Background: an optimization exercise with open tools, aiming at small area, a short achievable clock period and few clock cycles. Do not read the settings as production practice.
Where RTL was checked, it was by simulation tests only, not by an equivalence proof against the original.
Power and IR drop assume default switching activity.

==> flow/design.v (excerpt) <==
module LMFE ( clk, reset, Din, in_en, busy, out_valid, Dout, mem_cen, mem_wen, mem_addr, mem_d, mem_q);
Size: roughly 1700 cells after synthesis, roughly 720 flip-flops, roughly 49 I/O pins.
==> flow/config.mk <==
export PLATFORM = sky130hd
export DESIGN_NAME = LMFE
export DESIGN_NICKNAME = LMFE
export VERILOG_FILES = /design/flow/design.v
export SDC_FILE = /design/flow/constraint.sdc
export NUM_CORES = 4
export LEC_CHECK = 0
export CAP_MARGIN = 20
export CORE_MARGIN = 2
export CORE_UTILIZATION = 40
export CTS_BUF_LIST = sky130_fd_sc_hd__clkbuf_16
export CTS_CLUSTER_DIAMETER = 60
export CTS_CLUSTER_SIZE = 30
export SETUP_SLACK_MARGIN = 3.3
export SLEW_MARGIN = 20
==> flow/constraint.sdc <==
create_clock -name core_clock -period 6.0 [get_ports {clk}]
set_input_delay 1.2000 -clock core_clock [delete_from_list [all_inputs] [get_ports {clk}]]
set_output_delay 1.2000 -clock core_clock [all_outputs]
set_load 0.01 [all_outputs]
standard.sh (not shown) runs the stock make flow with config.mk's settings and CLKGATE_MAP_FILE= SYNTH_SCRIPT=/design/flow/synth_recipe.tcl, a recipe that flattens the netlist after the stock synthesis.
==> flow/flow/run.sh <==
#!/bin/bash
# The standard layout (the standard.sh, unchanged synthesis script and
# settings from config.mk), except that Yosys does not extract full-adder
# cells: with ADDER_MAP_FILE empty, ORFS's synth.tcl skips extract_fa, so ABC
# maps the adder trees from plain gates (faster than sky130 fa_1 cells).
# Registers are unaffected.
set -euo pipefail
export ADDER_MAP_FILE=
bash standard.sh > standard.log 2>&1
The first run passed the timing, DRC and antenna checks.
Testbench counts at the start, summed over its fixed seeds: cycles 1,381,296.
Rerun with:
--- a/flow/design.v
+++ b/flow/design.v
@@ -321,19 +321,18 @@
   assign act[40] = colact_n[5];
   assign act[41] = colact_n[5];
   assign act[42] = colact_n[6];
   assign act[43] = colact_n[6];
   assign act[44] = colact_n[6];
   assign act[45] = colact_n[6];
   assign act[46] = colact_n[6];
   assign act[47] = colact_n[6];
   assign act[48] = colact_n[6];
-wire [48:0] finit = act & ~(msb ^ {49{d7}});
 wire init = run & (k == 3'd0);
 wire [61:0] tap;
   assign tap[0] = P0[0];
   assign tap[1] = P1[3];
   assign tap[2] = P2[6];
   assign tap[3] = P3[2];
   assign tap[4] = P4[5];
   assign tap[5] = P5[1];
   assign tap[6] = P6[4];
@@ -720,26 +719,26 @@
   assign cz_10 = (cz_4 & cz_5) | (cz_4 & pr0[13]) | (cz_5 & pr0[13]);
   wire cz_11;
   wire cz_12;
   assign cz_11 = cz_10 ^ cz_6 ^ pr0[14];
   assign cz_12 = (cz_10 & cz_6) | (cz_10 & pr0[14]) | (cz_6 & pr0[14]);
   wire [6:0] ya = {cz_12, cz_11, cz_8, cz_7, cz_1, pr0[1], pr0[0]};
   wire [6:0] yb = {1'b0, 1'b0, cz_9, 1'b0, 1'b0, pr0[2], 1'b0};
   assign y = ya + yb;
 wire d = ~y[6];
-wire [62:0] Fu1 = Flast & tapl;
-wire [62:0] Fu0 = Flast & ~tapl;
-wire [62:0] Fi  = {{(63-50){1'b0}}, finit, 1'b0};
+wire [62:0] fa = init ? {{(63-50){1'b0}}, act, 1'b0} : {Flast[61:0], 1'b0};
+wire [62:0] fb = init ? {{(63-50){1'b0}}, msb, 1'b0} : {tapl[61:0], 1'b0};
+wire             fc = init ? d7 : d;
 always @(posedge clk) begin
   F1 <= {F0[61:0], 1'b0};
   M1 <= M0;
   R1 <= R0;
-  F0 <= d ? (init ? Fi : {Fu1[61:0], 1'b0}) : (init ? Fi : {Fu0[61:0], 1'b0});
+  F0 <= fa & ~(fb ^ {63{fc}});
   if (init) begin
     M0 <= minit;
     R0 <= {6'b0, d7};
   end else begin
     M0 <= d ? y[5:0] : mlast;
     R0 <= {Rlast[5:0], d};
   end
   dout_r <= {Rlast, d};    
 end
The new run completed with no timing, DRC or antenna violations.
Worst setup slack got worse by 0.39 ns.
Global-route usage is lower by 0.10 points.
Design area fell by 1.9%.
Die area falls by 0.78%.
Clock power went down by about 4%.
Final cell count drops by 2.4%.
Non-clock buffer count shrinks by 13.
Power is lower by 9.3%.
Sequential power falls by about 2%.
Only the layout flow was run in the second run of this note; the RTL was not checked for function there.

========
tundra:
Another version of the RTL of LMFE (not shown whole).
Size: about 720 flip-flops, roughly 49 I/O pins, about 22000 um2 of cells after synthesis.
export LEC_CHECK = 0
export CAP_MARGIN = 20
export CORE_MARGIN = 2
export CORE_UTILIZATION = 40
export CTS_BUF_LIST = sky130_fd_sc_hd__clkbuf_16
export CTS_CLUSTER_DIAMETER = 60
export CTS_CLUSTER_SIZE = 30
export SETUP_SLACK_MARGIN = 2.7
export SLEW_MARGIN = 20
create_clock -name core_clock -period 6.0 [get_ports {clk}]
Scripts as last shown in full above: flow/flow/run.sh
Testbench counts of tundra, summed over its fixed seeds: cycles 1,381,296.
## Diff of input files: violet against tundra
diff --git a/flow/design.v b/flow/design.v
--- a/flow/design.v
+++ b/flow/design.v
@@ -249,38 +249,33 @@
     3'd2:    ccsel = colact_n[3] ? CC2 : 3'd0;
     3'd3:    ccsel = colact_n[4] ? CC3 : 3'd0;
     3'd4:    ccsel = colact_n[5] ? CC4 : 3'd0;
     3'd5:    ccsel = colact_n[6] ? CC5 : 3'd0;
     3'd6:    ccsel = colact_n[0] ? ccr : 3'd0;
     default: ccsel = 3'd0;
   endcase
 end
 wire [5:0] sbase = (k == 3'd1) ? (colact_n[1] ? {3'b0, CC0} : 6'd0) : sreg;
-wire [5:0] snext = sbase + {3'b0, ccsel};
-wire [5:0] sfin  = sreg + {3'b0, colact_n[0] ? ccr : 3'd0};    
 always @(posedge clk) begin
   ccr <= ((k == 3'd0) ? 3'd0 : ccr) + {2'b0, ~bus[7]};
   if (k == 3'd0) begin
     CC0 <= ccr; CC1 <= CC0; CC2 <= CC1; CC3 <= CC2; CC4 <= CC3; CC5 <= CC4;
   end
-  sreg <= snext;
+  sreg <= sbase + {3'b0, ccsel};
   if (k == 3'd0) begin
     colact_n <= colact;
     k0_n     <= k0;
   end
 end
 wire e7 = colact_n[0] & ~msb[0];               
 wire [5:0] z7 = sreg + {5'b0, e7};
-reg lt0, lt1;
-always @(posedge clk) begin
-  lt0 <= (sfin < {1'b0, k0_n});
-  lt1 <= (sfin < {1'b0, k0_n} - 6'd1);
-end
+wire lt0 = (sreg < {1'b0, k0_n});
+wire lt1 = (sreg < {1'b0, k0_n} - 6'd1);
 wire d7 = e7 ? lt1 : lt0;                       
 wire [5:0] minit = d7 ? (z7 - {1'b0, k0_n}) : (6'd0 - {1'b0, k0_n});
 wire [48:0] act;
   assign act[0] = colact_n[0];
   assign act[1] = colact_n[0];
   assign act[2] = colact_n[0];
   assign act[3] = colact_n[0];
   assign act[4] = colact_n[0];
   assign act[5] = colact_n[0];
Notes after the runs:
violet finished end to end and its layout was clean on timing, DRC and antenna. Diff tundra and violet: relative contribution of combinational cells to total power lower in violet. In the reports for tundra and violet, the smaller met1 usage in global routing belongs to violet. Clock buffer count from CTS, violet vs tundra: down by a few percent. The routed wire length in violet was lower than what tundra gave. Between tundra and violet, the difference in flip-flop and latch count is negligible. Timing endpoint of the critical path = F0[34]: tundra; timing endpoint of the critical path = M0[2]: violet. Between tundra and violet, the difference in area enclosed by the die boundary is negligible. Share of final-layout standard cells stronger than drive strength 1 across tundra and violet: no real change. Per the comparison of violet with tundra, iteration count of the initial detailed-routing pass fell 1, netlist area before placement about even, total vias in the final route fell 1.8%.
Testbench counts of violet, summed over its fixed seeds: cycles 1,381,296.

========
RTL: one of the versions met above, not the one the previous note started from.
For scale: ~1600 cells after synthesis, ~720 flip-flops, about 49 I/O pins.
==> flow/config.mk <==
export PLATFORM = sky130hd
export DESIGN_NAME = LMFE
export DESIGN_NICKNAME = LMFE
export VERILOG_FILES = /design/flow/design.v
export SDC_FILE = /design/flow/constraint.sdc
export NUM_CORES = 4
export LEC_CHECK = 0
export CAP_MARGIN = 20
export CORE_MARGIN = 2
export CORE_UTILIZATION = 40
export CTS_BUF_LIST = sky130_fd_sc_hd__clkbuf_16
export CTS_CLUSTER_DIAMETER = 60
export CTS_CLUSTER_SIZE = 30
export SETUP_SLACK_MARGIN = 2.7
export SLEW_MARGIN = 20
==> flow/constraint.sdc <==
create_clock -name core_clock -period 6.0 [get_ports {clk}]
set_input_delay 1.2000 -clock core_clock [delete_from_list [all_inputs] [get_ports {clk}]]
set_output_delay 1.2000 -clock core_clock [all_outputs]
set_load 0.01 [all_outputs]
run.sh (not shown) runs the stock make flow with config.mk's settings and CLKGATE_MAP_FILE= SYNTH_SCRIPT=/design/flow/synth_recipe.tcl, a recipe that flattens the netlist after the stock synthesis.
Stock flow here: none of the scripts above is used.
Testbench counts at the start, summed over its fixed seeds: cycles 1,381,296.
Rerun with:
--- a/flow/design.v
+++ b/flow/design.v
@@ -688,40 +688,40 @@
   assign c0_111 = c0_98 ^ c0_100 ^ c0_102;
   assign c0_112 = (c0_98 & c0_100) | (c0_98 & c0_102) | (c0_100 & c0_102);
   wire c0_113;
   wire c0_114;
   assign c0_113 = c0_103 ^ mfirst[3];
   assign c0_114 = c0_103 & mfirst[3];
-  reg [14:0] pr0;
-  always @(posedge clk) pr0 <= {mfirst[5], mfirst[4], c0_104, c0_114, c0_112, c0_113, c0_111, c0_110, c0_108, c0_109, c0_107, c0_106, c0_83, c0_105, c0_91};
+  wire c0_115;
+  wire c0_116;
+  assign c0_115 = c0_106 ^ c0_107 ^ c0_109;
+  assign c0_116 = (c0_106 & c0_107) | (c0_106 & c0_109) | (c0_107 & c0_109);
+  wire c0_117;
+  wire c0_118;
+  assign c0_117 = c0_108 ^ c0_110 ^ c0_111;
+  assign c0_118 = (c0_108 & c0_110) | (c0_108 & c0_111) | (c0_110 & c0_111);
+  wire c0_119;
+  wire c0_120;
+  assign c0_119 = c0_112 ^ c0_114 ^ c0_104;
+  assign c0_120 = (c0_112 & c0_114) | (c0_112 & c0_104) | (c0_114 & c0_104);
+  reg [11:0] pr0;
+  always @(posedge clk) pr0 <= {mfirst[5], c0_120, mfirst[4], c0_119, c0_118, c0_113, c0_117, c0_116, c0_115, c0_83, c0_105, c0_91};
   wire cz_1;
   wire cz_2;
-  assign cz_1 = pr0[3] ^ pr0[4] ^ pr0[5];
-  assign cz_2 = (pr0[3] & pr0[4]) | (pr0[3] & pr0[5]) | (pr0[4] & pr0[5]);
+  assign cz_1 = pr0[4] ^ pr0[5] ^ pr0[6];
+  assign cz_2 = (pr0[4] & pr0[5]) | (pr0[4] & pr0[6]) | (pr0[5] & pr0[6]);
   wire cz_3;
   wire cz_4;
-  assign cz_3 = pr0[6] ^ pr0[7] ^ pr0[8];
-  assign cz_4 = (pr0[6] & pr0[7]) | (pr0[6] & pr0[8]) | (pr0[7] & pr0[8]);
+  assign cz_3 = pr0[7] ^ pr0[8] ^ pr0[9];
+  assign cz_4 = (pr0[7] & pr0[8]) | (pr0[7] & pr0[9]) | (pr0[8] & pr0[9]);
   wire cz_5;
   wire cz_6;
-  assign cz_5 = pr0[10] ^ pr0[11] ^ pr0[12];
-  assign cz_6 = (pr0[10] & pr0[11]) | (pr0[10] & pr0[12]) | (pr0[11] & pr0[12]);
-  wire cz_7;
-  wire cz_8;
-  assign cz_7 = cz_2 ^ cz_3 ^ pr0[9];
-  assign cz_8 = (cz_2 & cz_3) | (cz_2 & pr0[9]) | (cz_3 & pr0[9]);
-  wire cz_9;
-  wire cz_10;
-  assign cz_9 = cz_4 ^ cz_5 ^ pr0[13];
-  assign cz_10 = (cz_4 & cz_5) | (cz_4 & pr0[13]) | (cz_5 & pr0[13]);
-  wire cz_11;
-  wire cz_12;
-  assign cz_11 = cz_10 ^ cz_6 ^ pr0[14];
-  assign cz_12 = (cz_10 & cz_6) | (cz_10 & pr0[14]) | (cz_6 & pr0[14]);
-  wire [6:0] ya = {cz_12, cz_11, cz_8, cz_7, cz_1, pr0[1], pr0[0]};
-  wire [6:0] yb = {1'b0, 1'b0, cz_9, 1'b0, 1'b0, pr0[2], 1'b0};
+  assign cz_5 = cz_4 ^ pr0[10] ^ pr0[11];
+  assign cz_6 = (cz_4 & pr0[10]) | (cz_4 & pr0[11]) | (pr0[10] & pr0[11]);
+  wire [6:0] ya = {cz_6, cz_5, cz_2, cz_1, pr0[3], pr0[1], pr0[0]};
+  wire [6:0] yb = {1'b0, 1'b0, cz_3, 1'b0, 1'b0, pr0[2], 1'b0};
   assign y = ya + yb;
 wire d = ~y[6];
 wire [62:0] Fu = Flast & ~(tapl ^ {63{d}});
 always @(posedge clk) begin
   F1 <= {F0[61:0], 1'b0};
   M1 <= M0;
Clock-buffer cell count does not change; sequential share of layout area shrinks by 2.7 points; area after synthesis grows by 4.0%; critical path depth grows by 2; global-route usage grows by 1.9 points; total power grows by 20%; worst hold slack stays flat; clock power stays flat; utilization grows by 0.57 points; wire length grows by 18%; design area grows by 4.3%.
The RTL of the second run of this note was laid out without a check of its function.

========
RTL: one of the versions met above, not the one the previous note started from.
For scale: about 1700 cells after synthesis, ~720 flip-flops, about 49 I/O pins, about 0.022 mm2 of cells after synthesis.
clock: 6.0 ns
lec_check: 0
cap_margin: 20
core_margin: 2
core_utilization: 40
cts_buf_list: sky130_fd_sc_hd__clkbuf_16
cts_cluster_diameter: 60
cts_cluster_size: 30
setup_slack_margin: 3.1
slew_margin: 20
standard.sh (not shown) runs the stock make flow with config.mk's settings and CLKGATE_MAP_FILE= SYNTH_SCRIPT=/design/flow/synth_recipe.tcl, a recipe that flattens the netlist after the stock synthesis.
Scripts as last shown in full above: flow/flow/run.sh
Testbench counts at the start, summed over its fixed seeds: cycles 1,381,296.
Change:
--- a/flow/design.v
+++ b/flow/design.v
@@ -230,47 +230,59 @@
   assign msb[39] = P39[7];
   assign msb[40] = P40[7];
   assign msb[41] = P41[7];
   assign msb[42] = P42[7];
   assign msb[43] = P43[7];
   assign msb[44] = P44[7];
   assign msb[45] = P45[7];
   assign msb[46] = P46[7];
   assign msb[47] = P47[7];
   assign msb[48] = P48[7];
 reg  [2:0] ccr;                            
-reg  [2:0] CC0, CC1, CC2, CC3, CC4, CC5;    
 reg  [5:0] sreg;                           
 reg  [6:0] colact_n;                      
 reg  [4:0] k0_n;
-reg  [2:0] ccsel;
+reg  [6:0] cmsb;
+integer ci;
+always @(*) begin
+  for (ci = 0; ci < 7; ci = ci + 1) begin
+    case (k)
+      3'd1:    cmsb[ci] = msb[1 + ci];
+      3'd2:    cmsb[ci] = msb[9 + ci];
+      3'd3:    cmsb[ci] = msb[17 + ci];
+      3'd4:    cmsb[ci] = msb[25 + ci];
+      3'd5:    cmsb[ci] = msb[33 + ci];
+      default: cmsb[ci] = msb[41 + ci];
+    endcase
+  end
+end
+wire [2:0] ccol = {2'b0, ~cmsb[0]} + {2'b0, ~cmsb[1]} + {2'b0, ~cmsb[2]} + {2'b0, ~cmsb[3]} +
+                  {2'b0, ~cmsb[4]} + {2'b0, ~cmsb[5]} + {2'b0, ~cmsb[6]};
+reg        cact;
 always @(*) begin
   case (k)
-    3'd1:    ccsel = colact_n[2] ? CC1 : 3'd0;
-    3'd2:    ccsel = colact_n[3] ? CC2 : 3'd0;
-    3'd3:    ccsel = colact_n[4] ? CC3 : 3'd0;
-    3'd4:    ccsel = colact_n[5] ? CC4 : 3'd0;
-    3'd5:    ccsel = colact_n[6] ? CC5 : 3'd0;
-    3'd6:    ccsel = colact_n[0] ? ccr : 3'd0;
-    default: ccsel = 3'd0;
+    3'd1:    cact = colact_n[1];
+    3'd2:    cact = colact_n[2];
+    3'd3:    cact = colact_n[3];
+    3'd4:    cact = colact_n[4];
+    3'd5:    cact = colact_n[5];
+    default: cact = colact_n[6];
   endcase
 end
-wire [5:0] sbase = (k == 3'd1) ? (colact_n[1] ? {3'b0, CC0} : 6'd0) : sreg;
+wire [2:0] ccsel = cact ? ccol : 3'd0;
+wire [5:0] sbase = (k == 3'd1) ? 6'd0 : sreg;
 wire [5:0] snext = sbase + {3'b0, ccsel};
-wire [5:0] sfin  = sreg + {3'b0, colact_n[0] ? ccr : 3'd0};    
+wire [5:0] sfin  = snext + {3'b0, colact_n[0] ? ccr : 3'd0};    
 always @(posedge clk) begin
   ccr <= ((k == 3'd0) ? 3'd0 : ccr) + {2'b0, ~bus[7]};
-  if (k == 3'd0) begin
-    CC0 <= ccr; CC1 <= CC0; CC2 <= CC1; CC3 <= CC2; CC4 <= CC3; CC5 <= CC4;
-  end
-  sreg <= snext;
+  sreg <= (k == 3'd6) ? sfin : snext;
   if (k == 3'd0) begin
     colact_n <= colact;
     k0_n     <= k0;
   end
 end
 wire e7 = colact_n[0] & ~msb[0];               
 wire [5:0] z7 = sreg + {5'b0, e7};
 reg lt0, lt1;
 always @(posedge clk) begin
   lt0 <= (sfin < {1'b0, k0_n});
   lt1 <= (sfin < {1'b0, k0_n} - 6'd1);
@@ -791,14 +803,14 @@
         busy_r <= 1'b1;
         cen_r  <= 1'b1;
         wen_r  <= 1'b1;
       end
     endcase
   end
 end
 always @(posedge clk) begin
   if ((pre || (run && k == 3'd0)) && in_en) din_r <= Din;
   if (run && k == 3'd0) accf <= in_en;
   if (pre || (run && k == 3'd6)) addr_r <= ldpos[9:0];
-  else if (run) addr_r <= {rr[2:0], ldcol};
+  else addr_r <= {rr[2:0], ldcol};
 end
 endmodule
What happened: Critical path depth increases by 9. Register-to-register slack is worse by 1.8 ns. Clock-buffer cell count decreases by 2. Global-route usage increases by 2.0 points. Maximum frequency decreases by 39%. Sequential power decreases by about 3%. Via count increases by 10%. Flip-flop and latch count decreases by 18.
Function not checked in the second run of this note: the RTL went through the layout flow alone.

==> separate check: timing with driven ports <==
How much do the figures lean on ideal ports? The routed layouts below were timed once more, with nothing changed but the port constraints.
Step 1 sets driving cells, clkbuf_16 on the clock port and buf_2 on the other inputs (assumed; they add their load-dependent delay and slew).
Step 2 also shifts input and output timing later by t, the mid clock arrival at the registers, as if the neighbouring blocks saw the same clock.
Three values: no drivers, after step 1, after step 2; two values: the first two.
| run | t (ns) | setup slack, ns | worst setup path after step 2 | worst register clock-pin slew, ns | worst data-port slew with drivers (ns) |
|---|---|---|---|---|---|
| the first run of note 1 | 0.635 | 3.362 / 3.304 / 2.877 | input to register | 0.11 / 0.11 | 0.03 |
| the second run of note 1 | 0.619 | 2.972 / 2.972 / 2.803 | input to register | 0.11 / 0.11 | 0.03 |
| tundra | 0.637 | 2.845 / 2.845 / 2.611 | input to register | 0.11 / 0.11 | 0.04 |
| violet | 0.647 | 2.924 / 2.924 / 2.577 | input to register | 0.10 / 0.10 | 0.04 |
| the first run of note 3 | 0.627 | 2.797 / 2.797 / 2.473 | input to register | 0.10 / 0.10 | 0.04 |
| the second run of note 3 | 0.640 | 2.452 / 2.452 / 2.452 | register to register | 0.11 / 0.11 | 0.03 |
| the first run of note 4 | 0.635 | 3.221 / 3.221 / 2.733 | input to register | 0.11 / 0.11 | 0.04 |
| the second run of note 4 | 0.643 | 1.447 / 1.447 / 1.447 | register to register | 0.11 / 0.11 | 0.03 |
After both steps setup and hold are still met in every run listed. The setup slack of the first run of note 4, which loses most, moves by 0.000 ns with the drivers and by -0.488 ns with both steps.
